Source: an optimization exercise on an open RTL-to-GDS flow (aim: small area, a short achievable clock period and few clock cycles per item). Production flows keep margins and buffers that such runs may drop. Where RTL was checked, it was by simulation tests only, not by an equivalence proof against the original. Function not checked in runs 8 and 9: the RTL went through the layout flow alone. Power figures rest on the tool's default switching activity, not on a simulated workload.

$ cat design/flow/run.sh
#!/bin/bash
# synth_recipe.tcl (not shown) runs the flow's synth.tcl, then flattens the netlist and writes it again
# the make line also repeats each setting of config.mk as NAME=value (left out here)
make -C /OpenROAD-flow-scripts/flow DESIGN_CONFIG=/design/flow/config.mk WORK_HOME=/design/flow/orfs CLKGATE_MAP_FILE= SYNTH_SCRIPT=/design/flow/synth_recipe.tcl finish
$ cat design/flow/config.mk
export PLATFORM = sky130hd
export DESIGN_NAME = axi4_lite_slave
export DESIGN_NICKNAME = axi4_lite_slave
export VERILOG_FILES = /design/flow/design.v
export SDC_FILE = /design/flow/constraint.sdc
export NUM_CORES = 4
export LEC_CHECK = 0
export CAP_MARGIN = 20
export CORE_MARGIN = 2
export CORE_UTILIZATION = 40
export CTS_CLUSTER_DIAMETER = 80
export CTS_CLUSTER_SIZE = 25
export SETUP_SLACK_MARGIN = 2.8
export SLEW_MARGIN = 20
export TNS_END_PERCENT = 30
$ cat design/flow/constraint.sdc
create_clock -name core_clock -period 5.0 [get_ports {ACLK}]
set_input_delay 1.0000 -clock core_clock [delete_from_list [all_inputs] [get_ports {ACLK}]]
set_output_delay 1.0000 -clock core_clock [all_outputs]
set_load 0.01 [all_outputs]
$ cat design/flow/design.v
module axi4_lite_slave #(
    parameter ADDRESS     = 32,
    parameter DATA_WIDTH  = 32,
    parameter REG_COUNT   = 32
) (
    input  wire                        ACLK,
    input  wire                        ARESETN,
    input  wire [ADDRESS-1:0]          S_ARADDR,
    input  wire                        S_ARVALID,
    output wire                        S_ARREADY,
    output reg  [DATA_WIDTH-1:0]       S_RDATA,
    output reg  [1:0]                  S_RRESP,
    output reg                         S_RVALID,
    input  wire                        S_RREADY,
    input  wire [ADDRESS-1:0]          S_AWADDR,
    input  wire                        S_AWVALID,
    output wire                        S_AWREADY,
    input  wire [DATA_WIDTH-1:0]       S_WDATA,
    input  wire [(DATA_WIDTH/8)-1:0]   S_WSTRB,
    input  wire                        S_WVALID,
    output wire                        S_WREADY,
    output reg  [1:0]                  S_BRESP,
    output reg                         S_BVALID,
    input  wire                        S_BREADY
);
    localparam [1:0] RESP_OKAY   = 2'b00;
    localparam [1:0] RESP_SLVERR = 2'b10;
    reg [31:0] regs [0:31];
    reg [31:0] written;
    reg        aw_v, aws_v;
    reg [3:0]  aw_lo;            
    reg [7:0]  aw_hi;            
    reg        aw_al;
    reg [4:0]  aws_idx;
    reg        aws_al;
    reg        b1_v, b1_err;
    reg        awready_r, wready_r;
    assign S_AWREADY = awready_r;
    assign S_WREADY  = wready_r;
    wire aw_hs = S_AWVALID && awready_r;
    wire w_hs  = S_WVALID && wready_r;
    wire b_pop = S_BVALID && S_BREADY;
    wire w_ok  = aw_al && (S_WSTRB != 4'b0000);
    wire aw_v_n  = aws_v || aw_hs || (aw_v && !w_hs);
    wire aws_v_n = !w_hs && (aws_v || (aw_hs && aw_v));
    wire b1_v_n  = S_BVALID && !b_pop && (b1_v || w_hs);
    always @(posedge ACLK or negedge ARESETN) begin
        if (!ARESETN) begin
            aw_v      <= 1'b0;
            aws_v     <= 1'b0;
            awready_r <= 1'b0;
            wready_r  <= 1'b0;
            b1_v      <= 1'b0;
            b1_err    <= 1'b0;
            S_BVALID  <= 1'b0;
            S_BRESP   <= RESP_OKAY;
        end else begin
            aw_v      <= aw_v_n;
            aws_v     <= aws_v_n;
            awready_r <= !aws_v_n;
            wready_r  <= aw_v_n && !b1_v_n;
            b1_v      <= b1_v_n;
            if (w_hs)
                b1_err <= !w_ok;
            if (!S_BVALID || b_pop) begin
                if (b1_v) begin
                    S_BVALID <= 1'b1;
                    S_BRESP  <= b1_err ? RESP_SLVERR : RESP_OKAY;
                end else begin
                    S_BVALID <= w_hs;
                    S_BRESP  <= w_ok ? RESP_OKAY : RESP_SLVERR;
                end
            end
        end
    end
    wire [4:0] aw_src_idx = aws_v ? aws_idx : S_AWADDR[6:2];
    wire       aw_src_al  = aws_v ? aws_al  : (S_AWADDR[1:0] == 2'b00);
    integer j;
    always @(posedge ACLK) begin
        if (w_hs || !aw_v) begin
            for (j = 0; j < 4; j = j + 1)
                aw_lo[j] <= (aw_src_idx[1:0] == j);
            for (j = 0; j < 8; j = j + 1)
                aw_hi[j] <= aw_src_al && (aw_src_idx[4:2] == j);
            aw_al <= aw_src_al;
        end
        if (awready_r) begin
            aws_idx <= S_AWADDR[6:2];
            aws_al  <= (S_AWADDR[1:0] == 2'b00);
        end
    end
    integer r, b;
    always @(posedge ACLK or negedge ARESETN) begin
        if (!ARESETN) begin
            written <= 32'd0;
        end else if (w_hs) begin
            for (r = 0; r < 32; r = r + 1)
                if (aw_lo[r % 4] && aw_hi[r / 4])
                    written[r] <= 1'b1;
        end
    end
    always @(posedge ACLK) begin
        for (r = 0; r < 32; r = r + 1)
            for (b = 0; b < 4; b = b + 1)
                if (w_hs && aw_lo[r % 4] && aw_hi[r / 4] && (S_WSTRB[b] || !written[r]))
                    regs[r][b*8 +: 8] <= S_WSTRB[b] ? S_WDATA[b*8 +: 8] : 8'd0;
    end
    reg        ar_v, ars_v, arready_r;
    reg [31:0] ar_sel;
    reg [4:0]  ar_idx;
    reg        ar_al;
    reg [4:0]  ars_idx;
    reg        ars_al;
    assign S_ARREADY = arready_r;
    wire ar_hs    = S_ARVALID && arready_r;
    wire r_commit = ar_v && (!S_RVALID || S_RREADY);
    wire ars_v_n  = !r_commit && (ars_v || (ar_hs && ar_v));
    always @(posedge ACLK or negedge ARESETN) begin
        if (!ARESETN) begin
            ar_v      <= 1'b0;
            ars_v     <= 1'b0;
            arready_r <= 1'b0;
            S_RVALID  <= 1'b0;
        end else begin
            ar_v      <= ars_v || ar_hs || (ar_v && !r_commit);
            ars_v     <= ars_v_n;
            arready_r <= !ars_v_n;
            S_RVALID  <= r_commit || (S_RVALID && !S_RREADY);
        end
    end
    wire [4:0] src_idx = ars_v ? ars_idx : S_ARADDR[6:2];
    wire       src_al  = ars_v ? ars_al  : (S_ARADDR[1:0] == 2'b00);
    wire       ar_ld    = r_commit || !ar_v;
    wire [4:0] ar_idx_n = ar_ld ? src_idx : ar_idx;
    wire       ar_al_n  = ar_ld ? src_al  : ar_al;
    integer k;
    always @(posedge ACLK) begin
        ar_idx <= ar_idx_n;
        ar_al  <= ar_al_n;
        for (k = 0; k < 32; k = k + 1)
            ar_sel[k] <= ar_al_n && written[k] && (ar_idx_n == k);
        if (arready_r) begin
            ars_idx <= S_ARADDR[6:2];
            ars_al  <= (S_ARADDR[1:0] == 2'b00);
        end
    end
    reg [31:0] rd_or;
    integer q;
    always @* begin
        rd_or = 32'd0;
        for (q = 0; q < 32; q = q + 1)
            rd_or = rd_or | (regs[q] & {32{ar_sel[q]}});
    end
    always @(posedge ACLK) begin
        if (r_commit) begin
            S_RDATA <= rd_or;
            S_RRESP <= ar_al ? RESP_OKAY : RESP_SLVERR;
        end
    end
endmodule
==> reports/metrics.yaml, run 1 <==
drt:
  dr.first_iter.drc_count: 4367
  drc: 0
  wire_per_inst_um: 34.7
  routed_wl_um: 139000
  num_vias: 25700
  vias_per_cell: 6.42
  firstDrtPassIters: 11
  ant_nets: 0
worst_setup_path:
  path_buf_inv: 1
  worst-setup-path-type: "register to register"
  cp_top_family: "simple AND/OR/NAND/NOR gates"
  r2r-start: "ar_sel[13]"
  cpMaxStageDelayCell: "or4_1"
  critPathMaxStageDelay_ns: 0.66
  r2r_slack_ns: 2.65
  critPathLaunchType: "register"
  r2r-end: "S_RDATA[2]"
  cp.required_ns: 5.38
  arrival_ns: 2.74
  end_kind: "register"
  worstPathMaxFanout: 17
  rr_worst_depth: 4
  cp_cell_sequence: "buf_4 -> a22oi_1 -> nand4_1 -> or4_1"
floorplanning:
  fp-row-count: 119
  die_x_um: 329
  coreArea_um2: 105000
  num_io_pins: 148
  floorplan.die.height_um: 329
  start_util: 0.402
  dieArea_um2: 108000
pwr:
  seqPwrFrac: 0.602
  p_leak_nw: 15.1
  pwr-share-clk: 0.256
  p_per_area_nw_per_um2: 417
  p_sw_w: 0.00537
  p_comb_frac: 0.143
  p_int_w: 0.0145
  p_sw_frac: 0.270
  ir_drop_uv: 314
synthesis:
  synth_compound_area_frac: 0.123
  synth_area_um2: 42200
  yosysWarnings: 2
  synthDistinctLibCells: 51
  yosysSeqAreaShare: 0.813
  synth-simple-area-share: 0.0437
  syn_inst: 2368
  avgSynthCellArea_um2: 17.8
  synthArstFlopShare: 0.0378
  synth_edf_count: 1082
  synthTopCellsByArea: "edfxtp_1, a22oi_1, dfrtp_1, nand4_1, dfxtp_1"
  synth_top_family_by_area: "compound AO/OA/AOI/OAI gates"
  synth_xor_area_frac: 0
  yosysTopAreaCellShare: 0.769
  synth-adder-area-share: 0
  synth_mux_area_frac: 0.00281
  post-synth-top-area-cell: "edfxtp_1"
  synth_seq_cells: 1164
  synth_ff_type: "edfxtp_1"
grt:
  antenna_found_initial: 1
  grt_start_max_net_pins: 45
  grt_usage: 0.252
  grt_pass1_wl_um: 190000
  grt-ovfl-total: 0
  grt_pass1_vias: 24500
sta:
  tightest_slew_ns: 1.04
  finalWorstSetupSlack_ns: 2.65
  min_period_ns: 2.35
  hold_viol: 0
  holdWs_ns: 0.438
  max_clock_freq_ghz: 0.425
  grt_setup_unrepaired: "true"
  relSlewSlack: 0.307
  drv_slew: 0
  finalCritPeriodShare: 0.471
  fin_tns_setup_ns: 0
  fin_skew_ns: 0.0219
  setup_viol: 0
placed_design:
  portBuffers: 95
  globalplace.congestion: 1.10
  pre_cts_slack_ns: 1.19
  dp.cells: 3892
  dp_hpwl_um: 81300
cts:
  clk_latency_ns: 0.68
  cts_buffer_depth: 3
  cts_sinks: 1164
  ctsHoldBuffers: 0
  cts_inserted_buffers: 53
  cts_tree: "yes"
  clkTransAtPathRegs_ns: 0.10
  root_buffer: "clkbuf_16"
  cts_max_level: 2
final_layout:
  nFillCells: 8988
  regArea_um2: 34400
  syn2layout_area_growth_pct: 12.6
  multiInputGateArea_um2: 7400
  fin_nets: 2680
  drive_gt1_frac: 0.159
  final_cell_count_no_fill: 4010
run:
  drv_cap: 0
min_path:
  hp-class: "input port to async pin"
status:
  outcome: "complete, no violations"
-- power by group through the flow --
stage / logic [W] / registers [W] / clock network (W)
after detailed placement: 0.00275 / 0.0122 / 0
after CTS: 0.00278 / 0.0119 / 0.00511
final: 0.00283 / 0.0119 / 0.00507
after global placement: 0.00271 / 0.0121 / 0
after global routing: 0.00293 / 0.0120 / 0.00542
after floorplan: 0.00128 / 0.0120 / 0
-- cell families after synthesis --
logic type,Yosys count
AOI/OAI and AO/OA,704
buffers and inverters,171
DFF,1164
muxes,10
other,1
and+or+nand+nor,318
-- placed cells by master, fill, tap and decap left out, types with 9 or more instances in the layout --
master and count:
nand2_2 13, buf_6 18, a22oi_1 511, dfxtp_2 22
clkbuf_2 31, nand4_1 128, nand2_1 59, nor2_1 23
edfxtp_1 1082, and2_2 18, a21oi_1 134, and2_1 15
buf_4 160, clkbuf_1 37, inv_1 39, clkinvlp_4 9
dfrtp_1 39, dfxtp_4 10, clkdlybuf4s50_1 49, or4_1 31
clkbuf_16 56, a2111oi_2 19
-- synthesized netlist by cell type, types with 3 or more instances --
cell type,count
a21oi_1,136
a2111oi_0,7
buf_2,3
and2_1,34
clkbuf_1,114
a31oi_1,3
inv_1,43
a32oi_1,4
mux2_2,3
dfrtp_1,44
nand2b_1,5
mux2i_1,4
nor2_1,23
edfxtp_1,1082
a2111oi_1,5
nand4_1,128
buf_4,3
buf_6,7
dfxtp_1,38
a22oi_1,512
o32a_4,4
nand2_1,72
and3_1,5
or4_1,32
a2111oi_2,19
mux2_4,3
-- routing by layer --
layer / GRT usage / part of all wire / vias up
li1: - / - / 10200
met1: 0.346 / 0.38 / 13300
met2: 0.392 / 0.45 / 1965
met3: 0.0659 / 0.13 / 312
met4: 0.0845 / 0.039 / 4
met5: 0.00391 / 0.00053 / -
-- sequential cells by signal, indices dropped and copies added, names as in the netlist, 4 cells and up --
register,count
ar_idx,5
ar_sel,32
S_RDATA,32
regs,1024
aw_lo,4
ars_idx,5
aws_idx,5
written,32
aw_hi,8
-- per-stage QoR --
step | cell area (um^2) | utilization | total power [W]
6_report | 47600 | 0.453 | 0.0199
5_1_grt | 47600 | 0.453 | 0.0203
4_1_cts | 47500 | 0.452 | 0.0198
3_5_place_dp | 45700 | 0.435 | 0.0149
3_3_place_gp | 45700 | 0.435 | 0.0148
2_1_floorplan | 42300 | - | 0.0133
-- worst register-to-register path: stages, from the launching register on --
cell and delay, ns:
dfxtp_2 0.54, buf_4 0.37, a22oi_1 0.28, nand4_1 0.22
or4_1 0.66
-- area by class of cell --
| type | instances | share of cell area |
|---|---|---|
| sequential | 1164 | 0.724 |
| multi-input combinational | 1034 | 0.156 |
| timing repair buffer | 273 | 0.0463 |
| tap | 1391 | 0.0366 |
| clock buffer | 93 | 0.0324 |
| inverter | 43 | 0.00371 |
| clock inverter | 7 | 0.00105 |
| timing repair inverter | 4 | 0.000631 |
| antenna | 1 | 0.0000526 |
-- how the worst max path moves through the flow --
| stage | depth (start not counted) | from | to |
|---|---|---|---|
| floorplan | 4 | S_WVALID | regs[0][0] |
| global placement | 4 | S_WSTRB[2] | regs[4][20] |
| detailed placement | 4 | S_WSTRB[2] | regs[7][20] |
| CTS | 4 | S_WSTRB[3] | regs[6][28] |
| global route | 2 | S_WSTRB[1] | regs[10][10] |
| finish | 4 | ar_sel[13] | S_RDATA[2] |
-- what timing repair did --
action	in CTS	in global routing
resized for setup	115	127
setup endpoints to repair	2077	1570
buffers inserted	7	6
pin swaps	1	3
hold endpoints to repair	0	0
gates cloned	3	1
Testbench counts, summed over its fixed seeds: cycles 2,416, items 4,800.
==> run 2, diff against run 1 <==
--- a/design/flow/config.mk
+++ b/design/flow/config.mk
@@ -7,3 +7,3 @@
 export LEC_CHECK = 0
-export CAP_MARGIN = 20
+export CAP_MARGIN = 10
 export CORE_MARGIN = 2
@@ -13,3 +13,2 @@
 export SETUP_SLACK_MARGIN = 2.8
-export SLEW_MARGIN = 20
-export TNS_END_PERCENT = 30
+export SLEW_MARGIN = 10
==> run 2 against run 1 <==
  * Clock-buffer cell count shrank 17
  * Power grew 0.64%
  * Sequential power is essentially flat
  * Area after synthesis is the same
  * Largest power group unchanged
  * Final cell count grew 0.12%
  * Critical endpoint is now S_RDATA[31]
==> reports/metrics.yaml, run 2 <==
synthesis:
  avgSynthCellArea_um2: 17.8
  synth_mux_area_frac: 0.00281
  synthTopCellsByArea: "edfxtp_1, a22oi_1, dfrtp_1, nand4_1, dfxtp_1"
  synth_common_cells: "edfxtp_1, a22oi_1, a21oi_1"
  synth_xor_area_frac: 0
  synth_edf_count: 1082
  synth-adder-area-share: 0
  yosysMostFrequentCell: "edfxtp_1"
  yosysTopAreaCellShare: 0.769
  yosysSeqAreaShare: 0.813
  synth_top_family_by_area: "compound AO/OA/AOI/OAI gates"
  post-synth-top-area-cell: "edfxtp_1"
  yosysWarnings: 2
  synth_seq_cells: 1164
  synthDistinctLibCells: 51
  synth-simple-area-share: 0.0437
  synth_ff_type: "edfxtp_1"
  synth_area_um2: 42200
  synth_compound_area_frac: 0.123
  synthArstFlopShare: 0.0378
  syn_inst: 2368
final_layout:
  fin_nets: 2697
  largest_register_ffs: 1024
  design_area_um2: 47900
  syn2layout_area_growth_pct: 13.4
  final_common_cell: "edfxtp_1"
  max_flop_register: "regs"
  final_cell_count_no_fill: 4015
  layout_common_cells: "edfxtp_1, a22oi_1, buf_4"
  drive_gt1_frac: 0.173
grt:
  grt_usage: 0.260
  grt_start_max_net_pins: 45
  antenna_found_initial: 2
  grt-ovfl-total: 0
  grt_pass1_wl_um: 195000
  grt_pass1_vias: 24500
floorplanning:
  start_util: 0.402
  floorplan.die.height_um: 329
  die_x_um: 329
  coreArea_um2: 105000
  dieArea_um2: 108000
  num_io_pins: 148
  fp-row-count: 119
cts:
  cts_inserted_buffers: 54
  root_buffer: "clkbuf_16"
  ctsHoldBuffers: 0
  cts_sinks: 1164
  cts_tree: "yes"
  clkTransAtPathRegs_ns: 0.10
  cts_buffer_depth: 3
  cts_max_level: 2
  clk_latency_ns: 0.68
worst_setup_path:
  end_kind: "primary output"
  worstPathMaxFanout: 1
  cpMaxStageDelayCell: "edfxtp_1"
  cp.required_ns: 4.00
  cp_cell_sequence: "buf_2"
  cp_top_family: "flip-flops"
  path_buf_inv: 1
  critPathMaxStageDelay_ns: 0.41
  arrival_ns: 1.25
  worst-setup-path-type: "register to primary output"
  critPathLaunchType: "register"
pwr:
  p_per_area_nw_per_um2: 417
  ir_drop_uv: 389
  p_leak_nw: 15.2
status:
  outcome: "complete, no violations"
sta:
  fin_tns_setup_ns: 0
  tightest_slew_ns: 1.09
  grt_setup_unrepaired: "true"
  setup_viol: 0
  finalCritPeriodShare: 0.450
  hold_viol: 0
  drv_slew: 0
  min_period_ns: 2.25
  fin_skew_ns: 0.0420
  relSlewSlack: 0.276
  max_clock_freq_ghz: 0.445
  finalWorstSetupSlack_ns: 2.75
placed_design:
  pre_cts_slack_ns: 1.17
  place_area_um2: 45700
  dp_hpwl_um: 83800
  portBuffers: 95
  globalplace.congestion: 1.01
  dp.cells: 3886
drt:
  dr.first_iter.drc_count: 4143
  num_vias: 25800
  ant_nets: 0
  routed_wl_um: 144000
  firstDrtPassIters: 9
  wire_per_inst_um: 35.8
  drc: 0
  vias_per_cell: 6.42
min_path:
  hp-class: "input port to async pin"
run:
  drv_cap: 0
run 2: per-stage QoR:
step                hold slack (ns)  total power, W   util
floorplan                     0.434          0.0133      -
global placement              0.447          0.0148  0.435
detailed placement            0.457          0.0149  0.435
CTS                           0.440          0.0199  0.455
global route                  0.485          0.0205  0.456
finish                        0.432          0.0200  0.457
run 2: worst paths after layout:
| path | endpoint | slack, ns | startpoint | cells after the start |
|---|---|---|---|---|
| setup / recovery | S_RDATA[31] | 2.75 | S_RDATA[31] | 1 |
| hold / removal | arready_r | 0.43 | ARESETN | 2 |
| setup reg to reg | S_RDATA[15] | 2.78 | ar_sel[18] | 4 |
| hold reg to reg | ar_idx[4] | 0.50 | ar_idx[4] | 2 |
| max in group asynchronous | written[4] | 4.06 | ARESETN | 2 |
| min in group core_clock | ar_idx[4] | 0.50 | ar_idx[4] | 2 |
run 2: power breakdown:
group	switching (W)	internal [W]
clock network	0.00301	0.00217
registers	0.000442	0.0115
logic	0.00197	0.000880
run 2: layout make-up:
cell class	instances	area, um^2
Clock buffer	76	1500
Fill cell	8978	57000
Clock inverter	9	105
Sequential cell	1164	34400
Timing Repair inverter	3	22.5
Tap cell	1391	1740
Multi-Input combinational cell	1035	7460
Antenna cell	5	12.5
Inverter	43	176
Timing Repair Buffer	289	2460
run 2: cells by family after synthesis:
family	after synthesis
compound gates	704
buf+inv	171
mux	10
simple gates	318
other cells	1
flops	1164
run 2: metal layers:
metal	vias to the layer above	share of wire	global-route usage
li1	10300	-	-
met1	13600	0.39	0.365
met2	1722	0.47	0.415
met3	245	0.11	0.0523
met4	2	0.034	0.0739
met5	-	0.000091	0
run 2: worst reg2reg max path, stage by stage, from the launching register on:
cell	delay [ns]
dfxtp_4	0.49
buf_4	0.31
a22oi_1	0.26
nand4_1	0.27
or4_1	0.59
run 2: repair_timing:
item | 4_1_cts | 5_1_grt
pin swaps | 7 | 1
buffers inserted | 30 | 5
setup endpoints to repair | 2127 | 510
gates resized for setup | 286 | 35
cloned | 4 | 0
==> run 3, diff against run 2 <==
--- a/design/flow/config.mk
+++ b/design/flow/config.mk
@@ -7,8 +7,8 @@
 export LEC_CHECK = 0
-export CAP_MARGIN = 10
+export CAP_MARGIN = 20
 export CORE_MARGIN = 2
 export CORE_UTILIZATION = 40
-export CTS_CLUSTER_DIAMETER = 80
-export CTS_CLUSTER_SIZE = 25
+export CTS_CLUSTER_DIAMETER = 60
+export CTS_CLUSTER_SIZE = 30
 export SETUP_SLACK_MARGIN = 2.8
-export SLEW_MARGIN = 10
+export SLEW_MARGIN = 20
==> run 3 against run 2 <==
  * Sequential cell count unchanged
  * Power up 9.3%
  * Sequential power about the same
  * Register-to-register slack worse by 0.02 ns
  * Utilization up 1.1 points
  * Routed wire length up 0.14%
  * Final cell count up 1.0%
  * Hold slack worse by 0.0028 ns
  * Die area unchanged
  * Clock power up 36%
  * Highest routed layer unchanged
==> reports/metrics.yaml, run 3 <==
status:
  outcome: "complete, no violations"
synthesis:
  synth-simple-area-share: 0.0437
  yosysTopAreaCellShare: 0.769
  post-synth-top-area-cell: "edfxtp_1"
  synth_ff_type: "edfxtp_1"
  yosysWarnings: 2
  synth_edf_count: 1082
  synth_common_cells: "edfxtp_1, a22oi_1, a21oi_1"
  synth_mux_area_frac: 0.00281
  synth-adder-area-share: 0
  synth_compound_area_frac: 0.123
  synthDistinctLibCells: 51
  avgSynthCellArea_um2: 17.8
  synth_top_family_by_area: "compound AO/OA/AOI/OAI gates"
  synth_seq_cells: 1164
  yosysMostFrequentCell: "edfxtp_1"
  synth_xor_area_frac: 0
  syn_inst: 2368
  synthTopCellsByArea: "edfxtp_1, a22oi_1, dfrtp_1, nand4_1, dfxtp_1"
  synth_area_um2: 42200
  synthArstFlopShare: 0.0378
  yosysSeqAreaShare: 0.813
sta:
  fin_tns_setup_ns: 0
  drv_slew: 0
  min_period_ns: 2.24
  relSlewSlack: 0.284
  tightest_slew_ns: 1.07
  hold_viol: 0
  grt_setup_unrepaired: "true"
  finalCritPeriodShare: 0.448
  max_clock_freq_ghz: 0.446
  setup_viol: 0
  finalWorstSetupSlack_ns: 2.76
  fin_skew_ns: 0.0487
grt:
  antenna_found_initial: 3
  grt_pass1_vias: 24700
  grt_pass1_wl_um: 196000
  grt_usage: 0.262
  grt-ovfl-total: 0
  grt_start_max_net_pins: 45
drt:
  dr.first_iter.drc_count: 4355
  num_vias: 25900
  wire_per_inst_um: 35.5
  drc: 0
  firstDrtPassIters: 8
  vias_per_cell: 6.39
  ant_nets: 0
  routed_wl_um: 144000
final_layout:
  layout_common_cells: "edfxtp_1, a22oi_1, buf_4"
  final_common_cell: "edfxtp_1"
  post-route-util: 0.467
  drive_gt1_frac: 0.194
  max_flop_register: "regs"
  fin_nets: 2710
  largest_register_ffs: 1024
  syn2layout_area_growth_pct: 16.2
worst_setup_path:
  path_buf_inv: 1
  worstPathMaxFanout: 2
  cp_top_family: "flip-flops"
  r2r_slack_ns: 2.76
  end_kind: "primary output"
  cp_cell_sequence: "buf_6"
  cpMaxStageDelayCell: "dfrtp_2"
  arrival_ns: 1.24
  worst-setup-path-type: "register to primary output"
  critPathMaxStageDelay_ns: 0.44
  cp.required_ns: 4.00
  critPathLaunchType: "register"
placed_design:
  pre_cts_slack_ns: 1.17
  portBuffers: 95
  globalplace.congestion: 1.01
  dp_hpwl_um: 83800
run:
  drv_cap: 0
floorplanning:
  dieArea_um2: 108000
  coreArea_um2: 105000
  start_util: 0.402
  num_io_pins: 148
  die_x_um: 329
  fp-row-count: 119
  floorplan.die.height_um: 329
cts:
  cts_inserted_buffers: 72
  clk_latency_ns: 0.69
  cts_buffer_depth: 3
  ctsHoldBuffers: 0
  clkTransAtPathRegs_ns: 0.10
  root_buffer: "clkbuf_16"
  cts_tree: "yes"
  cts_sinks: 1164
  cts_max_level: 3
pwr:
  p_int_w: 0.0157
  p_leak_nw: 15.8
  seqPwrFrac: 0.548
  p_comb_frac: 0.130
  p_sw_frac: 0.280
  pwr-share-clk: 0.322
  ir_drop_uv: 275
  p_sw_w: 0.00611
  p_per_area_nw_per_um2: 445
min_path:
  hp-class: "input port to async pin"
## run 3: cell counts after synthesis
Identical to the previous run, type by type.
## run 3: final cells by class
type                            count  area, um^2
Clock buffer                       77        1890
Inverter                           43         176
Clock inverter                     55         862
Sequential cell                  1164       34400
Tap cell                         1391        1740
Multi-Input combinational cell   1035        7500
Antenna cell                        4        10.0
Fill cell                        8870       55900
Timing Repair inverter              3        22.5
Timing Repair Buffer              284        2430
## run 3: logic make-up (layout without fill, tap and decap cells)
kind of cell / after synthesis / in the layout
DFF: 1164 / 1164
AOI/OAI and AO/OA: 704 / 704
other: 1 / 6
buffers and inverters: 171 / 462
and+or+nand+nor: 318 / 319
muxes: 10 / 10
## run 3: layer usage
| layer | share of wire | GRT usage |
|---|---|---|
| met1 | 0.39 | 0.369 |
| met2 | 0.46 | 0.411 |
| met3 | 0.11 | 0.0543 |
| met4 | 0.033 | 0.0807 |
| met5 | 0.00019 | 0 |
## run 3: repair_timing
item | in CTS | in global routing
buffers inserted | 27 | 2
resized for setup | 299 | 19
pin swaps | 8 | 1
setup endpoints to repair | 2162 | 249
gates cloned | 4 | 0
## run 3: power by group through the flow
stage          Sequential [W]  Combinational (W)  Clock (W)
6_report               0.0120            0.00285    0.00702
2_1_floorplan          0.0120            0.00130          0
3_3_place_gp           0.0121            0.00269          0
4_1_cts                0.0120            0.00282    0.00707
5_1_grt                0.0120            0.00296    0.00740
3_5_place_dp           0.0122            0.00273          0
## run 3: metrics by stage
step	area (um^2)	hold slack (ns)	instances	power [W]
after global placement	45700	0.447	3886	0.0148
after detailed placement	45700	0.457	3886	0.0149
after CTS	49000	0.437	4049	0.0218
final	49100	0.429	4056	0.0218
after floorplan	42300	0.434	2369	0.0133
after global routing	49100	0.475	4052	0.0224
## run 3: final timing paths
| path | startpoint | to | cells after the start |
|---|---|---|---|
| min reg2reg | ar_idx[4] | ar_idx[4] | 2 |
| max reg2reg | ar_sel[13] | S_RDATA[11] | 4 |
| min | ARESETN | S_BVALID | 2 |
| min in group core_clock | ar_idx[4] | ar_idx[4] | 2 |
| max | wready_r | S_WREADY | 1 |
| max in group asynchronous | ARESETN | written[4] | 2 |
==> run 4, diff against run 3 <==
--- a/design/flow/config.mk
+++ b/design/flow/config.mk
@@ -10,4 +10,5 @@
 export CORE_UTILIZATION = 40
-export CTS_CLUSTER_DIAMETER = 60
-export CTS_CLUSTER_SIZE = 30
+export CTS_CLUSTER_DIAMETER = 80
+export CTS_CLUSTER_SIZE = 25
+export GPL_TIMING_DRIVEN = 1
 export SETUP_SLACK_MARGIN = 2.8
==> run 4 against run 3 <==
  * Still clean
  * Area after synthesis is the same
  * First-iteration DRC count shrank 7.8%
  * Combinational power is essentially flat
  * Routed wire length shrank 0.19%
  * Largest cell class unchanged
  * Highest routed layer unchanged
==> reports/metrics.yaml, run 4 <==
drt:
  firstDrtPassIters: 5
  dr.first_iter.drc_count: 4017
  wire_per_inst_um: 35.8
  ant_nets: 0
  drc: 0
  routed_wl_um: 144000
  vias_per_cell: 6.38
  num_vias: 25600
worst_setup_path:
  critPathMaxStageDelay_ns: 0.41
  cp_cell_sequence: "buf_2"
  cp.required_ns: 4.00
  rr_worst_depth: 4
  worstPathMaxFanout: 1
  crit_cells: 1
  path_buf_inv: 1
  worst-setup-path-type: "register to primary output"
  arrival_ns: 1.25
  end_kind: "primary output"
  critPathLaunchType: "register"
  cpMaxStageDelayCell: "edfxtp_1"
  cp_top_family: "flip-flops"
sta:
  setup_viol: 0
  fin_tns_setup_ns: 0
  relSlewSlack: 0.262
  max_clock_freq_ghz: 0.445
  hold_viol: 0
  min_period_ns: 2.25
  finalCritPeriodShare: 0.450
  fin_skew_ns: 0.0400
  tightest_slew_ns: 1.11
  drv_slew: 0
  finalWorstSetupSlack_ns: 2.75
  grt_setup_unrepaired: "true"
floorplanning:
  fp-row-count: 119
  coreArea_um2: 105000
  dieArea_um2: 108000
  start_util: 0.402
  floorplan.die.height_um: 329
  num_io_pins: 148
  die_x_um: 329
synthesis:
  synthDistinctLibCells: 51
  synthTopCellsByArea: "edfxtp_1, a22oi_1, dfrtp_1, nand4_1, dfxtp_1"
  synth_area_um2: 42200
  synth_ff_type: "edfxtp_1"
  synth_common_cells: "edfxtp_1, a22oi_1, a21oi_1"
  synth_seq_cells: 1164
  yosysTopAreaCellShare: 0.769
  synthArstFlopShare: 0.0378
  yosysMostFrequentCell: "edfxtp_1"
  syn_inst: 2368
  yosysSeqAreaShare: 0.813
  post-synth-top-area-cell: "edfxtp_1"
  synth_edf_count: 1082
  yosysWarnings: 2
  avgSynthCellArea_um2: 17.8
pwr:
  p_per_area_nw_per_um2: 416
  ir_drop_uv: 389
  p_leak_nw: 15.2
cts:
  cts_buffer_depth: 3
  clk_latency_ns: 0.68
  clkTransAtPathRegs_ns: 0.10
  ctsHoldBuffers: 0
  cts_tree: "yes"
  cts_inserted_buffers: 54
  cts_max_level: 2
  cts_sinks: 1164
  root_buffer: "clkbuf_16"
run:
  drv_cap: 0
placed_design:
  dp_hpwl_um: 83800
  portBuffers: 95
  pre_cts_slack_ns: 1.17
  globalplace.congestion: 1.01
final_layout:
  max_flop_register: "regs"
  fin_nets: 2698
  largest_register_ffs: 1024
  syn2layout_area_growth_pct: 13.5
  final_common_cell: "edfxtp_1"
  layout_common_cells: "edfxtp_1, a22oi_1, buf_4"
  drive_gt1_frac: 0.174
  nFillCells: 8980
status:
  outcome: "complete, no violations"
grt:
  grt-ovfl-total: 0
  grt_pass1_vias: 24500
  grt_pass1_wl_um: 195000
  antenna_found_initial: 2
  grt_start_max_net_pins: 45
  grt_usage: 0.260
min_path:
  hp-class: "input port to async pin"
run 4: metal layers:
layer / GRT usage / routed length (um)
met4: 0.0739 / 4870
met5: 0 / 13
met2: 0.415 / 66800
met1: 0.365 / 56300
met3: 0.0523 / 15600
run 4: logic make-up (layout without fill, tap and decap cells):
| group | Yosys count | count (layout) | share of synthesized area |
|---|---|---|---|
| flops | 1164 | 1164 | 0.813 |
| compound gates | 704 | 704 | 0.123 |
| simple gates | 318 | 319 | 0.0437 |
| buf+inv | 171 | 421 | 0.0168 |
| mux | 10 | 10 | 0.00281 |
| other cells | 1 | 6 | 0.0000888 |
run 4: final cells by class:
class | instances | area (um^2) | area share
Inverter | 43 | 176 | 0.00368
Timing Repair inverter | 3 | 22.5 | 0.000470
Tap cell | 1391 | 1740 | 0.0363
Timing Repair Buffer | 290 | 2470 | 0.0516
Sequential cell | 1164 | 34400 | 0.719
Clock buffer | 76 | 1500 | 0.0312
Antenna cell | 4 | 10.0 | 0.000209
Multi-Input combinational cell | 1035 | 7460 | 0.156
Clock inverter | 9 | 105 | 0.00219
run 4: path summary, 6_finish.rpt:
kind | slack [ns] | end | startpoint
hold reg to reg | 0.50 | ar_idx[4] | ar_idx[4]
hold / removal | 0.43 | arready_r | ARESETN
min in group core_clock | 0.50 | ar_idx[4] | ar_idx[4]
max in group asynchronous | 4.06 | written[4] | ARESETN
setup / recovery | 2.75 | S_RDATA[31] | S_RDATA[31]
setup reg to reg | 2.77 | S_RDATA[23] | ar_sel[2]
run 4: through the flow:
step	area, um^2	hold WS (ns)	std cells	total power [W]	utilization
CTS	47800	0.440	4005	0.0199	0.455
global placement	45700	0.447	3886	0.0148	0.435
finish	47900	0.433	4015	0.0200	0.457
floorplan	42300	0.434	2369	0.0133	-
detailed placement	45700	0.457	3886	0.0149	0.435
global route	47900	0.485	4011	0.0205	0.457
run 4: report_power, final:
group	total [W]	internal, W	switching [W]
registers	0.0119	0.0115	0.000442
logic	0.00284	0.000881	0.00196
clock network	0.00517	0.00217	0.00300
run 4: repair_timing:
item                       4_1_cts  5_1_grt
gates resized for setup        286       28
pin swaps                        7        1
cloned                           4        0
setup endpoints to repair     2127      225
buffers inserted                30        6
==> run 5, diff against run 4 <==
--- a/design/flow/config.mk
+++ b/design/flow/config.mk
@@ -12,3 +12,2 @@
 export CTS_CLUSTER_SIZE = 25
-export GPL_TIMING_DRIVEN = 1
 export SETUP_SLACK_MARGIN = 2.8
==> run 5 against run 4 <==
  * Area after synthesis did not move
  * Clock-buffer cell count did not move
  * First-iteration DRC count did not move
  * Clock skew did not move
  * Die area did not move
  * Register-to-register slack barely moved
  * Sequential power barely moved
  * Via count did not move
  * Final cell count did not move
  * Critical endpoint unchanged
==> reports/metrics.yaml, run 5 <==
final_layout:
  final_common_cell: "edfxtp_1"
  syn2layout_area_growth_pct: 13.5
  layout_common_cells: "edfxtp_1, a22oi_1, buf_4"
  final_cell_count_no_fill: 4015
  largest_register_ffs: 1024
  fin_nets: 2698
  drive_gt1_frac: 0.174
  max_flop_register: "regs"
pwr:
  power_w: 0.0200
  p_leak_nw: 15.2
  ir_drop_uv: 389
  p_per_area_nw_per_um2: 416
sta:
  setup_viol: 0
  fin_tns_setup_ns: 0
  finalCritPeriodShare: 0.450
  max_clock_freq_ghz: 0.445
  relSlewSlack: 0.262
  fin_skew_ns: 0.0400
  drv_slew: 0
  min_period_ns: 2.25
  hold_viol: 0
  tightest_slew_ns: 1.11
  grt_setup_unrepaired: "true"
drt:
  routed_wl_um: 144000
  num_vias: 25600
  drc: 0
  vias_per_cell: 6.38
  dr.first_iter.drc_count: 4017
  wire_per_inst_um: 35.8
  firstDrtPassIters: 5
  ant_nets: 0
floorplanning:
  start_util: 0.402
  fp-row-count: 119
  num_io_pins: 148
  die_x_um: 329
  dieArea_um2: 108000
  coreArea_um2: 105000
  floorplan.die.height_um: 329
synthesis:
  yosysTopAreaCellShare: 0.769
  syn_inst: 2368
  synth_ff_type: "edfxtp_1"
  synthArstFlopShare: 0.0378
  post-synth-top-area-cell: "edfxtp_1"
  yosysMostFrequentCell: "edfxtp_1"
  synth_area_um2: 42200
  synth_seq_cells: 1164
  synth_common_cells: "edfxtp_1, a22oi_1, a21oi_1"
  yosysWarnings: 2
  synthTopCellsByArea: "edfxtp_1, a22oi_1, dfrtp_1, nand4_1, dfxtp_1"
  synthDistinctLibCells: 51
  yosysSeqAreaShare: 0.813
  avgSynthCellArea_um2: 17.8
  synth_edf_count: 1082
cts:
  cts_max_level: 2
  root_buffer: "clkbuf_16"
  cts_sinks: 1164
  clkTransAtPathRegs_ns: 0.10
  cts_inserted_buffers: 54
  clk_latency_ns: 0.68
  cts_tree: "yes"
  cts_buffer_depth: 3
worst_setup_path:
  cp_cell_sequence: "buf_2"
  critPathMaxStageDelay_ns: 0.41
  cpMaxStageDelayCell: "edfxtp_1"
  worst-setup-path-type: "register to primary output"
  worstPathMaxFanout: 1
  startpoint: "S_RDATA[31]"
  critPathLaunchType: "register"
  cp.required_ns: 4.00
  cp_top_family: "flip-flops"
  end_kind: "primary output"
  arrival_ns: 1.25
  path_buf_inv: 1
  r2r-start: "ar_sel[2]"
status:
  outcome: "complete, no violations"
min_path:
  hp-class: "input port to async pin"
grt:
  grt_start_max_net_pins: 45
  antenna_found_initial: 2
  grt-ovfl-total: 0
  grt_pass1_wl_um: 195000
  grt_pass1_vias: 24500
  grt_usage: 0.260
placed_design:
  dp.cells: 3886
  dp_hpwl_um: 83800
  portBuffers: 95
  globalplace.congestion: 1.01
run:
  drv_cap: 0
-- run 5: cell counts after synthesis --
Identical to the previous run, type by type.
-- run 5: layer usage --
layer  GRT usage  up-vias  part of all wire
met4      0.0739        2             0.034
li1            -    10200                 -
met5           0        -          0.000091
met3      0.0523      238              0.11
met1       0.365    13400              0.39
met2       0.415     1681              0.47
-- run 5: cell type report --
class                      count  area (um^2)
antenna                        4         10.0
clock inverter                 9          105
clock buffer                  76         1500
multi-input combinational   1035         7460
inverter                      43          176
tap                         1391         1740
timing repair inverter         3         22.5
sequential                  1164        34400
timing repair buffer         290         2470
fill                        8980        57000
-- run 5: stage by stage --
| stage | hold WS (ns) | util | setup WS, ns | instance area [um^2] |
|---|---|---|---|---|
| after detailed placement | 0.457 | 0.435 | 1.17 | 45700 |
| after floorplan | 0.434 | - | 2.67 | 42300 |
| after CTS | 0.440 | 0.455 | 2.75 | 47800 |
| after global routing | 0.485 | 0.457 | 2.73 | 47900 |
| after global placement | 0.447 | 0.435 | 1.18 | 45700 |
| final | 0.433 | 0.457 | 2.75 | 47900 |
-- run 5: final timing paths --
check                              endpoint  cells after the start  slack [ns]
worst min-delay path              arready_r                      2        0.43
worst max-delay path            S_RDATA[31]                      1        2.75
worst max register to register  S_RDATA[23]                      4        2.77
max in group asynchronous        written[4]                      2        4.06
worst min register to register    ar_idx[4]                      2        0.50
min in group core_clock           ar_idx[4]                      2        0.50
-- run 5: report_power, final --
part / internal (W) / total, W / switching [W]
clock: 0.00217 / 0.00517 / 0.00300
sequential: 0.0115 / 0.0119 / 0.000442
combinational: 0.000881 / 0.00284 / 0.00196
total: 0.0146 / 0.0200 / 0.00540
-- run 5: worst register-to-register path, stage by stage, from the launching register on --
cell and delay, ns:
dfxtp_2 0.56, buf_6 0.32, a22oi_1 0.37, nand4_1 0.16, or4_1 0.53
-- run 5: timing repair --
| item | CTS | global route |
|---|---|---|
| hold buffers | 0 | 0 |
| pin swaps | 7 | 1 |
| setup endpoints to repair | 2127 | 225 |
| resized for setup | 286 | 28 |
| buffers inserted | 30 | 6 |
| gates cloned | 4 | 0 |
-- run 5: cells by family after synthesis --
| group | Yosys count | share of synthesized area |
|---|---|---|
| other | 1 | 0.0000888 |
| DFF | 1164 | 0.813 |
| and+or+nand+nor | 318 | 0.0437 |
| buffers and inverters | 171 | 0.0168 |
| AOI/OAI and AO/OA | 704 | 0.123 |
| muxes | 10 | 0.00281 |
==> run 6, diff against run 5 <==
--- a/design/flow/config.mk
+++ b/design/flow/config.mk
@@ -12,2 +12,3 @@
 export CTS_CLUSTER_SIZE = 25
+export PLACE_DENSITY = 0.92
 export SETUP_SLACK_MARGIN = 2.8
==> run 6 against run 5 <==
  * Still clean on timing, DRC and antenna
  * Die area unchanged
  * Global-route usage down 2.3 points
  * Area after synthesis stayed put
  * Clock skew shrank 0.0043 ns
  * Sequential share of layout area down 0.078 points
  * Setup slack got worse by 0.048 ns
  * Hold slack better by 0.0090 ns
  * Non-clock buffer count down 15
  * Synthesized cell count is the same
  * Routed wire length is 7.7% lower
==> reports/metrics.yaml, run 6 <==
worst_setup_path:
  worst-setup-path-type: "register to register"
  cp_cell_sequence: "buf_6 -> a22oi_1 -> nand4_1 -> or4_1"
  cp.required_ns: 5.36
  critPathLaunchType: "register"
  worstPathMaxFanout: 20
  arrival_ns: 2.66
  cpMaxStageDelayCell: "or4_1"
  critPathMaxStageDelay_ns: 0.55
  end_kind: "register"
synthesis:
  synth_area_um2: 42200
  avgSynthCellArea_um2: 17.8
  synthArstFlopShare: 0.0378
  synth_seq_cells: 1164
  yosysTopAreaCellShare: 0.769
  synth_edf_count: 1082
  synth_common_cells: "edfxtp_1, a22oi_1, a21oi_1"
  yosysWarnings: 2
  synth_ff_type: "edfxtp_1"
  synthTopCellsByArea: "edfxtp_1, a22oi_1, dfrtp_1, nand4_1, dfxtp_1"
  yosysMostFrequentCell: "edfxtp_1"
  syn_inst: 2368
  yosysSeqAreaShare: 0.813
  post-synth-top-area-cell: "edfxtp_1"
  synthDistinctLibCells: 51
grt:
  antenna_found_initial: 7
  gr-max-usage-layer: "met2"
  grt-ovfl-total: 0
  grt_use_met3: 0.0893
  grt_pass1_vias: 26000
  grt_pass1_wl_um: 184000
  grt_usage: 0.238
  grt_start_max_net_pins: 45
  met1_usage: 0.289
  grt_util_met2: 0.366
drt:
  num_vias: 26600
  routed_wl_um: 132000
  dr.first_iter.drc_count: 4851
  ant_nets: 0
  firstDrtPassIters: 7
  wire_per_inst_um: 33.0
  vias_per_cell: 6.64
  drc: 0
cts:
  ctsHoldBuffers: 0
  cts_buffer_depth: 3
  clk_latency_ns: 0.66
  cts_tree: "yes"
  cts_max_level: 2
  cts_inserted_buffers: 52
  cts_sinks: 1164
  clkTransAtPathRegs_ns: 0.10
  root_buffer: "clkbuf_16"
final_layout:
  drive_gt1_frac: 0.168
  syn2layout_area_growth_pct: 13.6
  nFillCells: 8420
  largest_register_ffs: 1024
  max_flop_register: "regs"
  fin_nets: 2680
  layout_common_cells: "edfxtp_1, a22oi_1, buf_4"
  final_common_cell: "edfxtp_1"
sta:
  max_clock_freq_ghz: 0.435
  relSlewSlack: 0.123
  fin_tns_setup_ns: 0
  drv_slew: 0
  tightest_slew_ns: 1.32
  setup_viol: 0
  grt_setup_unrepaired: "true"
  finalWorstSetupSlack_ns: 2.70
  fin_skew_ns: 0.0357
  hold_viol: 0
  finalCritPeriodShare: 0.459
  min_period_ns: 2.30
pwr:
  p_per_area_nw_per_um2: 412
  p_leak_nw: 15.1
  ir_drop_uv: 388
floorplanning:
  coreArea_um2: 105000
  num_io_pins: 148
  floorplan.die.height_um: 329
  fp-row-count: 119
  start_util: 0.402
  dieArea_um2: 108000
  die_x_um: 329
placed_design:
  portBuffers: 95
  pre_cts_slack_ns: 1.14
  globalplace.congestion: 0.938
  dp_hpwl_um: 77400
min_path:
  hp-class: "input port to async pin"
status:
  outcome: "complete, no violations"
run:
  drv_cap: 0
run 6: cell counts after synthesis:
No cell type changed its count.
run 6: cells by family (layout without fill, tap and decap cells):
logic type | after synthesis | after routing | share of synthesized area
other | 1 | 6 | 0.0000888
DFF | 1164 | 1164 | 0.813
AOI/OAI and AO/OA | 704 | 704 | 0.123
muxes | 10 | 10 | 0.00281
and+or+nand+nor | 318 | 318 | 0.0437
buffers and inverters | 171 | 417 | 0.0168
run 6: worst max-delay path: cells and delay by family, from the launching register on:
kind                   cells  cell delay (ns)
buffers and inverters      1             0.29
AO/OA/AOI/OAI              1             0.26
AND/OR/NAND/NOR            2             0.88
flip-flops                 1             0.52
run 6: repair_timing:
action	in CTS	in global routing
setup endpoints to repair	1987	655
setup buffers	40	4
gates resized for setup	281	51
endpoints found under the hold margin	0	0
pin swaps	5	1
cloned	3	0
run 6: through the flow:
step                      cells  total power, W  instance area, um^2   util  hold slack (ns)
after floorplan            2369          0.0133                42300      -            0.434
after global placement     3863          0.0147                45500  0.434            0.449
after detailed placement   3863          0.0149                45500  0.434            0.458
after CTS                  4002          0.0196                47800  0.455            0.450
after global routing       4006          0.0202                48000  0.457            0.481
final                      4010          0.0198                48000  0.457            0.442
run 6: worst paths after layout:
| path | to | cells after the start | slack [ns] | from |
|---|---|---|---|---|
| setup / recovery | S_RDATA[2] | 4 | 2.70 | ar_sel[1] |
| hold / removal | aws_v | 2 | 0.44 | ARESETN |
| setup reg to reg | S_RDATA[2] | 4 | 2.70 | ar_sel[1] |
| hold reg to reg | ar_idx[4] | 2 | 0.49 | ar_idx[4] |
| max in group asynchronous | S_RVALID | 2 | 4.06 | ARESETN |
| min in group core_clock | ar_idx[4] | 2 | 0.49 | ar_idx[4] |
run 6: layer usage:
| metal | wire, um | vias to the layer above |
|---|---|---|
| li1 | - | 10200 |
| met5 | 89 | - |
| met2 | 59400 | 2912 |
| met1 | 42400 | 12900 |
| met3 | 22200 | 628 |
| met4 | 8370 | 6 |
run 6: layout make-up:
cell class                 instances  area, um^2  area share
clock buffer                      95        1490      0.0311
tap                             1391        1740      0.0363
clock inverter                     1        11.3    0.000235
sequential                      1164       34400       0.718
antenna                            4        10.0    0.000209
multi-input combinational       1034        7650       0.159
inverter                          43         173     0.00360
timing repair buffer             275        2440      0.0509
timing repair inverter             3        22.5    0.000469
run 6: power breakdown:
| part | switching, W | internal, W | total [W] |
|---|---|---|---|
| Combinational | 0.00191 | 0.000917 | 0.00283 |
| Clock | 0.00285 | 0.00204 | 0.00489 |
| Sequential | 0.000549 | 0.0115 | 0.0121 |
| Total | 0.00531 | 0.0145 | 0.0198 |
==> run 7, diff against run 6 <==
--- a/design/flow/config.mk
+++ b/design/flow/config.mk
@@ -12,3 +12,3 @@
 export CTS_CLUSTER_SIZE = 25
-export PLACE_DENSITY = 0.92
+export PLACE_DENSITY = 0.8
 export SETUP_SLACK_MARGIN = 2.8
==> run 7 against run 6 <==
  * Fmax rose by 1.4%
  * Critical path depth fell by 3
  * Still clean
  * Sequential cell count did not move
  * Clock power fell by 1%
  * Global-route usage fell by 0.34 points
==> reports/metrics.yaml, run 7 <==
status:
  outcome: "complete, no violations"
floorplanning:
  fp-row-count: 119
  die_x_um: 329
  dieArea_um2: 108000
  coreArea_um2: 105000
  start_util: 0.402
  floorplan.die.height_um: 329
  num_io_pins: 148
worst_setup_path:
  critPathLaunchType: "register"
  worst-setup-path-type: "register to primary output"
  cp.required_ns: 4.00
  path_buf_inv: 1
  arrival_ns: 1.27
  cp_cell_sequence: "buf_2"
  rr_worst_depth: 4
  crit_cells: 1
  cpMaxStageDelayCell: "edfxtp_1"
  worstPathMaxFanout: 1
  cp_top_family: "flip-flops"
  end_kind: "primary output"
  critPathMaxStageDelay_ns: 0.44
sta:
  relSlewSlack: 0.138
  fin_tns_setup_ns: 0
  finalCritPeriodShare: 0.453
  drv_slew: 0
  holdWs_ns: 0.443
  hold_viol: 0
  fin_skew_ns: 0.0340
  min_period_ns: 2.27
  grt_setup_unrepaired: "true"
  setup_viol: 0
  tightest_slew_ns: 1.29
  max_clock_freq_ghz: 0.441
synthesis:
  synthArstFlopShare: 0.0378
  synth-adder-area-share: 0
  synth_ff_type: "edfxtp_1"
  synth_mux_area_frac: 0.00281
  post-synth-top-area-cell: "edfxtp_1"
  synth_common_cells: "edfxtp_1, a22oi_1, a21oi_1"
  synth_seq_cells: 1164
  yosysWarnings: 2
  synthTopCellsByArea: "edfxtp_1, a22oi_1, dfrtp_1, nand4_1, dfxtp_1"
  synth_area_um2: 42200
  yosysMostFrequentCell: "edfxtp_1"
  synth-simple-area-share: 0.0437
  yosysSeqAreaShare: 0.813
  avgSynthCellArea_um2: 17.8
  synth_xor_area_frac: 0
  synth_top_family_by_area: "compound AO/OA/AOI/OAI gates"
  yosysTopAreaCellShare: 0.769
  synth_compound_area_frac: 0.123
  synthDistinctLibCells: 51
  synth_edf_count: 1082
  syn_inst: 2368
final_layout:
  drive_gt1_frac: 0.161
  final_common_cell: "edfxtp_1"
  layout_common_cells: "edfxtp_1, a22oi_1, buf_4"
  largest_register_ffs: 1024
  max_flop_register: "regs"
  design_area_um2: 47700
  nFillCells: 8751
  syn2layout_area_growth_pct: 12.8
  antenna_cells: 0
  fin_nets: 2687
  final_cell_count_no_fill: 4003
grt:
  grt_pass1_wl_um: 180000
  grt_start_max_net_pins: 45
  grt_usage: 0.234
  grt-ovfl-total: 0
  antenna_found_initial: 0
  grt_pass1_vias: 24900
pwr:
  p_comb_frac: 0.140
  ir_drop_uv: 376
  p_int_w: 0.0144
  pwr-share-clk: 0.246
  p_sw_frac: 0.264
  p_leak_nw: 15.1
  seqPwrFrac: 0.613
  p_sw_w: 0.00517
  p_per_area_nw_per_um2: 411
drt:
  drc: 0
  ant_nets: 0
  vias_per_cell: 6.46
  routed_wl_um: 130000
  firstDrtPassIters: 5
  num_vias: 25800
  wire_per_inst_um: 32.4
  dr.first_iter.drc_count: 4579
placed_design:
  globalplace.congestion: 1.07
  dp_hpwl_um: 77200
  place_area_um2: 45700
  portBuffers: 95
  dp.cells: 3883
cts:
  clk_latency_ns: 0.66
  ctsHoldBuffers: 0
  root_buffer: "clkbuf_16"
  cts_inserted_buffers: 52
  cts_max_level: 2
  cts_sinks: 1164
  clkTransAtPathRegs_ns: 0.10
  cts_buffer_depth: 3
  cts_tree: "yes"
min_path:
  hp-class: "input port to async pin"
run:
  drv_cap: 0
## run 7: cell count changes in the layout (fill, tap and decap cells not counted), sizes merged
cell | previous run | this run
diode | 4 | 0
clkdlybuf4s50 | 51 | 49
clkdlybuf4s15 | 1 | 2
dlygate4sd2 | 2 | 3
buf | 220 | 227
clkbuf | 96 | 86
## run 7: final timing paths
| check | from | endpoint | slack (ns) |
|---|---|---|---|
| max | S_RDATA[21] | S_RDATA[21] | 2.73 |
| min | ARESETN | b1_v | 0.44 |
| max reg2reg | ar_sel[4] | S_RDATA[6] | 2.80 |
| min reg2reg | ar_al | ar_al | 0.50 |
| max in group asynchronous | ARESETN | S_RVALID | 4.06 |
| min in group core_clock | ar_al | ar_al | 0.50 |
## run 7: power by group through the flow
stage               Clock [W]  Sequential (W)  Combinational [W]
floorplan                   0          0.0120            0.00130
global placement            0          0.0122            0.00255
detailed placement          0          0.0123            0.00260
CTS                   0.00480          0.0120            0.00266
global route          0.00511          0.0121            0.00287
finish                0.00483          0.0120            0.00275
## run 7: metal layers
layer  global-route usage  share of wire  vias up
li1                     -              -    10200
met1                0.308           0.34    12900
met2                0.361           0.45     2352
met3               0.0703           0.16      401
met4                0.101          0.051        2
met5              0.00391        0.00043        -
## run 7: through the flow
stage          worst slack, ns  power (W)   util
3_3_place_gp              1.31     0.0148  0.435
5_1_grt                   2.68     0.0201  0.454
6_report                  2.73     0.0196  0.454
2_1_floorplan             2.67     0.0133      -
3_5_place_dp              1.35     0.0149  0.435
4_1_cts                   2.70     0.0195  0.452
## run 7: worst reg2reg max path, stage by stage, from the launching register on
cell and delay, ns:
dfxtp_4 0.47, buf_6 0.26, a22oi_1 0.30, nand4_1 0.30
or4_1 0.62
## run 7: final cells by class
class	instances	area (um^2)	share of cell area
flip-flops and latches	1164	34400	0.722
multi-input cells	1034	7460	0.156
repair buffers	282	2380	0.0499
well taps	1391	1740	0.0365
clock buffers	85	1460	0.0306
inverters	43	173	0.00362
repair inverters	3	20.0	0.000420
clock inverters	1	8.76	0.000184
## run 7: cells by family after synthesis
| kind of cell | after synthesis |
|---|---|
| compound gates | 704 |
| other cells | 1 |
| buf+inv | 171 |
| flops | 1164 |
| mux | 10 |
| simple gates | 318 |
## run 7: what timing repair did
item,CTS,global route
pin swaps,11,4
setup buffers,23,8
resized for setup,238,43
cloned,3,0
endpoints found under the setup margin,2000,1123
==> run 8, diff against run 7 <==
--- a/design/flow/design.v
+++ b/design/flow/design.v
@@ -35,2 +35,3 @@
     reg        aws_al;
+    reg [31:0] aw_arm;           
     reg        b1_v, b1_err;
@@ -77,11 +78,19 @@
     wire       aw_src_al  = aws_v ? aws_al  : (S_AWADDR[1:0] == 2'b00);
+    wire       aw_ld = w_hs || !aw_v;
+    reg  [3:0] aw_lo_n;
+    reg  [7:0] aw_hi_n;
     integer j;
+    always @* begin
+        for (j = 0; j < 4; j = j + 1)
+            aw_lo_n[j] = aw_ld ? (aw_src_idx[1:0] == j) : aw_lo[j];
+        for (j = 0; j < 8; j = j + 1)
+            aw_hi_n[j] = aw_ld ? (aw_src_al && (aw_src_idx[4:2] == j)) : aw_hi[j];
+    end
     always @(posedge ACLK) begin
-        if (w_hs || !aw_v) begin
-            for (j = 0; j < 4; j = j + 1)
-                aw_lo[j] <= (aw_src_idx[1:0] == j);
-            for (j = 0; j < 8; j = j + 1)
-                aw_hi[j] <= aw_src_al && (aw_src_idx[4:2] == j);
+        aw_lo <= aw_lo_n;
+        aw_hi <= aw_hi_n;
+        if (aw_ld)
             aw_al <= aw_src_al;
-        end
+        for (j = 0; j < 32; j = j + 1)
+            aw_arm[j] <= aw_v_n && !b1_v_n && aw_lo_n[j % 4] && aw_hi_n[j / 4];
         if (awready_r) begin
@@ -95,5 +104,5 @@
             written <= 32'd0;
-        end else if (w_hs) begin
+        end else begin
             for (r = 0; r < 32; r = r + 1)
-                if (aw_lo[r % 4] && aw_hi[r / 4])
+                if (S_WVALID && aw_arm[r])
                     written[r] <= 1'b1;
@@ -104,3 +113,3 @@
             for (b = 0; b < 4; b = b + 1)
-                if (w_hs && aw_lo[r % 4] && aw_hi[r / 4] && (S_WSTRB[b] || !written[r]))
+                if (S_WVALID && aw_arm[r] && (S_WSTRB[b] || !written[r]))
                     regs[r][b*8 +: 8] <= S_WSTRB[b] ? S_WDATA[b*8 +: 8] : 8'd0;
--- a/design/flow/config.mk
+++ b/design/flow/config.mk
@@ -12,3 +12,2 @@
 export CTS_CLUSTER_SIZE = 25
-export PLACE_DENSITY = 0.8
 export SETUP_SLACK_MARGIN = 2.8
==> run 8 against run 7 <==
  * Register-to-register slack worse by 0.02 ns
  * Clock-buffer cell count up 12
  * Clock power is 11% higher
  * Combinational power down 43%
  * Hold slack got worse by 0.014 ns
  * Die area grew 1.5%
  * Largest power group unchanged
==> reports/metrics.yaml, run 8 <==
status:
  outcome: "complete, no violations"
placed_design:
  dp.cells: 3985
  pre_cts_slack_ns: 1.37
  globalplace.congestion: 1.02
  place_area_um2: 46300
  portBuffers: 95
  dp_hpwl_um: 83600
final_layout:
  drive_gt1_frac: 0.155
  final_cell_count_no_fill: 4114
  final_common_cell: "edfxtp_1"
  fin_nets: 2771
  syn2layout_area_growth_pct: 12.8
  design_area_um2: 48400
  multiInputGateArea_um2: 7550
  max_flop_register: "regs"
  layout_common_cells: "edfxtp_1, a22oi_1, buf_4"
  regArea_um2: 35000
  largest_register_ffs: 1024
  nFillCells: 9103
floorplanning:
  start_util: 0.402
  coreArea_um2: 107000
  num_io_pins: 148
  die_x_um: 331
  dieArea_um2: 110000
  floorplan.die.height_um: 331
  fp-row-count: 120
sta:
  hold_viol: 0
  finalWorstSetupSlack_ns: 2.69
  holdWs_ns: 0.429
  setup_viol: 0
  grt_setup_unrepaired: "true"
  finalCritPeriodShare: 0.462
  min_period_ns: 2.31
  fin_skew_ns: 0.0316
  max_clock_freq_ghz: 0.433
  tightest_slew_ns: 1.04
  drv_slew: 0
  fin_tns_setup_ns: 0
  relSlewSlack: 0.309
drt:
  num_vias: 26000
  dr.first_iter.drc_count: 4478
  wire_per_inst_um: 34.2
  firstDrtPassIters: 5
  routed_wl_um: 141000
  drc: 0
  ant_nets: 0
  vias_per_cell: 6.32
synthesis:
  synthTopCellsByArea: "edfxtp_1, a22oi_1, dfxtp_1, dfrtp_1, nand4_1"
  yosysSeqAreaShare: 0.813
  yosysMostFrequentCell: "edfxtp_1"
  synth_area_um2: 42900
  yosysTopAreaCellShare: 0.749
  synth_edf_count: 1070
  synth_seq_cells: 1196
  synth_common_cells: "edfxtp_1, a22oi_1, a21oi_1"
  avgSynthCellArea_um2: 17.5
  syn_inst: 2448
  synth_ff_type: "edfxtp_1"
  synthDistinctLibCells: 50
  yosysWarnings: 2
  post-synth-top-area-cell: "edfxtp_1"
  synthArstFlopShare: 0.0368
cts:
  cts_tree: "yes"
  cts_max_level: 2
  cts_sinks: 1196
  cts_buffer_depth: 3
  clk_latency_ns: 0.68
  clkTransAtPathRegs_ns: 0.10
  cts_inserted_buffers: 56
  ctsHoldBuffers: 0
  root_buffer: "clkbuf_16"
min_path:
  hp-class: "input port to async pin"
grt:
  grt_usage: 0.250
  antenna_found_initial: 5
  grt_pass1_vias: 24900
  grt_pass1_wl_um: 193000
  grt-ovfl-total: 0
  grt_start_max_net_pins: 45
worst_setup_path:
  cpMaxStageDelayCell: "edfxtp_1"
  cp.required_ns: 4.00
  worstPathMaxFanout: 1
  arrival_ns: 1.31
  cp_top_family: "flip-flops"
  path_buf_inv: 1
  end_kind: "primary output"
  critPathLaunchType: "register"
  worst-setup-path-type: "register to primary output"
  cp_cell_sequence: "buf_2"
  critPathMaxStageDelay_ns: 0.47
pwr:
  ir_drop_uv: 293
  p_per_area_nw_per_um2: 391
  p_leak_nw: 15.9
run:
  drv_cap: 0
[run 8: path summary, 6_finish.rpt]
kind | from | end | slack (ns) | cells past startpoint
worst min-delay path | ARESETN | S_BRESP[1] | 0.43 | 2
worst min register to register | aw_lo[0] | aw_lo[0] | 0.47 | 2
worst max-delay path | S_RDATA[24] | S_RDATA[24] | 2.69 | 1
worst max register to register | ar_sel[8] | S_RDATA[22] | 2.78 | 4
min in group core_clock | aw_lo[0] | aw_lo[0] | 0.47 | 2
max in group asynchronous | ARESETN | written[10] | 4.07 | 2
[run 8: cells by family after synthesis]
family | synth area share
muxes | 0.00216
and+or+nand+nor | 0.0538
buffers and inverters | 0.0147
DFF | 0.813
other | 0.0000875
AOI/OAI and AO/OA | 0.116
[run 8: through the flow]
| step | total power (W) | util |
|---|---|---|
| after floorplan | 0.0127 | - |
| after global placement | 0.0136 | 0.434 |
| after detailed placement | 0.0137 | 0.434 |
| final | 0.0189 | 0.453 |
| after global routing | 0.0194 | 0.453 |
| after CTS | 0.0189 | 0.451 |
[run 8: routing by layer]
layer  global-route usage  share of wire  wire [um]  vias to the layer above
met5                    0        0.00048         68                        -
met4               0.0842          0.039       5540                       10
met3               0.0505           0.11      15400                      297
met2                0.391           0.45      63900                     1736
met1                0.350           0.40      56000                    13500
li1                     -              -          -                    10500
[run 8: where the power goes]
part / internal, W / switching [W]
registers: 0.0114 / 0.000560
logic: 0.000524 / 0.00105
clock network: 0.00228 / 0.00310
total: 0.0142 / 0.00471
[run 8: timing repair]
item	in CTS	in global routing
pin swaps	2	0
endpoints found under the setup margin	1982	1104
setup buffers	12	5
gates cloned	5	0
resized for setup	249	37
[run 8: layout make-up]
cell class,count,share of cell area
well taps,1403,0.0363
inverters,19,0.00179
diodes,1,0.0000517
multi-input cells,1109,0.156
flip-flops and latches,1196,0.723
repair inverters,4,0.000621
clock inverters,7,0.00168
clock buffers,97,0.0339
repair buffers,278,0.0466
==> run 9, diff against run 8 <==
==> design/flow/flow/run.sh (new file) <==
#!/bin/bash
set -euo pipefail
bash standard.sh "BUFFER_PORTS_ARGS=-buffer_cell sky130_fd_sc_hd__buf_2" finish > standard.log 2>&1
==> design/flow/standard.sh (new file) <==
#!/bin/bash
# synth_recipe.tcl (not shown) runs the flow's synth.tcl, then flattens the netlist and writes it again
# the make line also repeats each setting of config.mk as NAME=value (left out here)
make -C /OpenROAD-flow-scripts/flow DESIGN_CONFIG=/design/flow/config.mk WORK_HOME=/design/flow/orfs CLKGATE_MAP_FILE= SYNTH_SCRIPT=/design/flow/synth_recipe.tcl "${@:-finish}"
removed: design/flow/run.sh
==> run 9 against run 8 <==
  * Combinational power about the same
  * Routed wire length decreased by 1.3%
  * Largest power group unchanged
  * First-iteration DRC count shrank 6.1%
  * Global-route usage is 0.39 points lower
  * Clock skew increased by 0.0023 ns
  * Still clean on timing, DRC and antenna
  * Critical endpoint is now S_RDATA[31]
  * Sequential cell count unchanged
  * Hold slack lost 0.083 ns
  * Fmax is essentially flat
  * Final cell count is 1.1% lower
==> reports/metrics.yaml, run 9 <==
drt:
  ant_nets: 0
  firstDrtPassIters: 6
  num_vias: 25900
  vias_per_cell: 6.36
  wire_per_inst_um: 34.2
  dr.first_iter.drc_count: 4207
  drc: 0
  routed_wl_um: 139000
floorplanning:
  coreArea_um2: 107000
  start_util: 0.402
  fp-row-count: 120
  num_io_pins: 148
  die_x_um: 331
  floorplan.die.height_um: 331
  dieArea_um2: 110000
worst_setup_path:
  end_kind: "primary output"
  cp.required_ns: 4.00
  critPathLaunchType: "register"
  worst-setup-path-type: "register to primary output"
  critPathMaxStageDelay_ns: 0.46
  cpMaxStageDelayCell: "edfxtp_1"
  cp_top_family: "flip-flops"
  cp_cell_sequence: "buf_2"
  path_buf_inv: 1
  arrival_ns: 1.31
  worstPathMaxFanout: 1
synthesis:
  yosysMostFrequentCell: "edfxtp_1"
  synthArstFlopShare: 0.0368
  yosysTopAreaCellShare: 0.749
  yosysSeqAreaShare: 0.813
  synth_common_cells: "edfxtp_1, a22oi_1, a21oi_1"
  synth_area_um2: 42900
  synth_edf_count: 1070
  syn_inst: 2448
  synth_seq_cells: 1196
  synthDistinctLibCells: 50
  avgSynthCellArea_um2: 17.5
  yosysWarnings: 2
  synthTopCellsByArea: "edfxtp_1, a22oi_1, dfxtp_1, dfrtp_1, nand4_1"
  post-synth-top-area-cell: "edfxtp_1"
  synth_ff_type: "edfxtp_1"
sta:
  max_clock_freq_ghz: 0.433
  tightest_slew_ns: 1.09
  finalCritPeriodShare: 0.462
  setup_viol: 0
  relSlewSlack: 0.270
  fin_tns_setup_ns: 0
  finalWorstSetupSlack_ns: 2.69
  fin_skew_ns: 0.0339
  drv_slew: 0
  grt_setup_unrepaired: "true"
  min_period_ns: 2.31
  hold_viol: 0
cts:
  cts_sinks: 1196
  cts_buffer_depth: 3
  ctsHoldBuffers: 0
  cts_tree: "yes"
  clk_latency_ns: 0.68
  cts_inserted_buffers: 56
  root_buffer: "clkbuf_16"
  cts_max_level: 2
  clkTransAtPathRegs_ns: 0.10
min_path:
  hp-class: "input port to async pin"
final_layout:
  antenna_cells: 0
  largest_register_ffs: 1024
  drive_gt1_frac: 0.164
  max_flop_register: "regs"
  final_common_cell: "edfxtp_1"
  layout_common_cells: "edfxtp_1, a22oi_1, nand4_1"
  syn2layout_area_growth_pct: 12.3
  nFillCells: 9079
  design_area_um2: 48200
  fin_nets: 2728
  post-route-util: 0.451
grt:
  antenna_found_initial: 6
  grt-ovfl-total: 0
  grt_pass1_wl_um: 191000
  grt_pass1_vias: 24800
  grt_usage: 0.246
  grt_start_max_net_pins: 45
placed_design:
  dp_hpwl_um: 83100
  pre_cts_slack_ns: 1.58
  portBuffers: 95
  globalplace.congestion: 1.02
  place_area_um2: 45600
status:
  outcome: "complete, no violations"
pwr:
  p_per_area_nw_per_um2: 393
  ir_drop_uv: 345
  power_w: 0.0189
  p_leak_nw: 15.7
run:
  drv_cap: 0
## run 9: cell count changes in the layout (fill, tap and decap cells not counted), sizes merged
cell | before | now
clkinv | 3 | 2
dlygate4sd2 | 1 | 0
inv | 19 | 23
clkinvlp | 8 | 7
clkdlybuf4s15 | 3 | 0
clkdlybuf4s50 | 51 | 0
clkbuf | 97 | 94
diode | 1 | 0
buf | 223 | 236
## run 9: power by group
group	internal, W	leakage [nW]	switching [W]
Combinational	0.000483	3.79	0.00107
Clock	0.00227	0.825	0.00309
Sequential	0.0114	11.1	0.000609
Total	0.0141	15.7	0.00477
## run 9: timing repair
action                     in CTS  in global routing
pin swaps                       8                  3
setup buffers                  20                  5
gates cloned                    3                  1
hold endpoints to repair        0                  0
setup endpoints to repair     439                345
gates resized for setup       105                 12
## run 9: cells by family (layout without fill, tap and decap cells)
group,after synthesis,in the layout,share of synthesized area
other,1,2,0.0000875
AO/OA/AOI/OAI,704,705,0.116
multiplexers,9,9,0.00216
buffers and inverters,145,362,0.0147
AND/OR/NAND/NOR,393,393,0.0538
flip-flops,1196,1196,0.813
## run 9: worst paths after layout
| path | start | to | slack, ns | depth (start not counted) |
|---|---|---|---|---|
| worst max-delay path | S_RDATA[31] | S_RDATA[31] | 2.69 | 1 |
| worst min-delay path | ARESETN | ar_v | 0.35 | 1 |
| worst max register to register | ar_sel[12] | S_RDATA[21] | 2.78 | 4 |
| worst min register to register | aw_lo[0] | aw_lo[0] | 0.47 | 2 |
| max in group asynchronous | ARESETN | ars_v | 4.16 | 1 |
| min in group core_clock | aw_lo[0] | aw_lo[0] | 0.47 | 2 |
## run 9: per-stage QoR
stage | instances | hold slack, ns
2_1_floorplan | 2449 | 0.411
3_3_place_gp | 3937 | 0.425
3_5_place_dp | 3937 | 0.439
4_1_cts | 4064 | 0.463
5_1_grt | 4070 | 0.360
6_report | 4070 | 0.346
## run 9: cell type report
class / instances / area (um^2) / share of cell area
Timing Repair inverter: 3 / 22.5 / 0.000468
Tap cell: 1403 / 1760 / 0.0365
Inverter: 19 / 82.6 / 0.00171
Multi-Input combinational cell: 1109 / 7860 / 0.163
Clock buffer: 94 / 1630 / 0.0338
Clock inverter: 10 / 82.6 / 0.00171
Sequential cell: 1196 / 35000 / 0.726
Timing Repair Buffer: 236 / 1750 / 0.0364
## run 9: layer usage
metal | track usage | vias to the layer above | wire length [um]
met5 | 0 | - | 13
met4 | 0.0752 | 2 | 5200
met3 | 0.0500 | 289 | 16900
met2 | 0.388 | 1887 | 63500
met1 | 0.345 | 13300 | 53400
li1 | - | 10400 | -
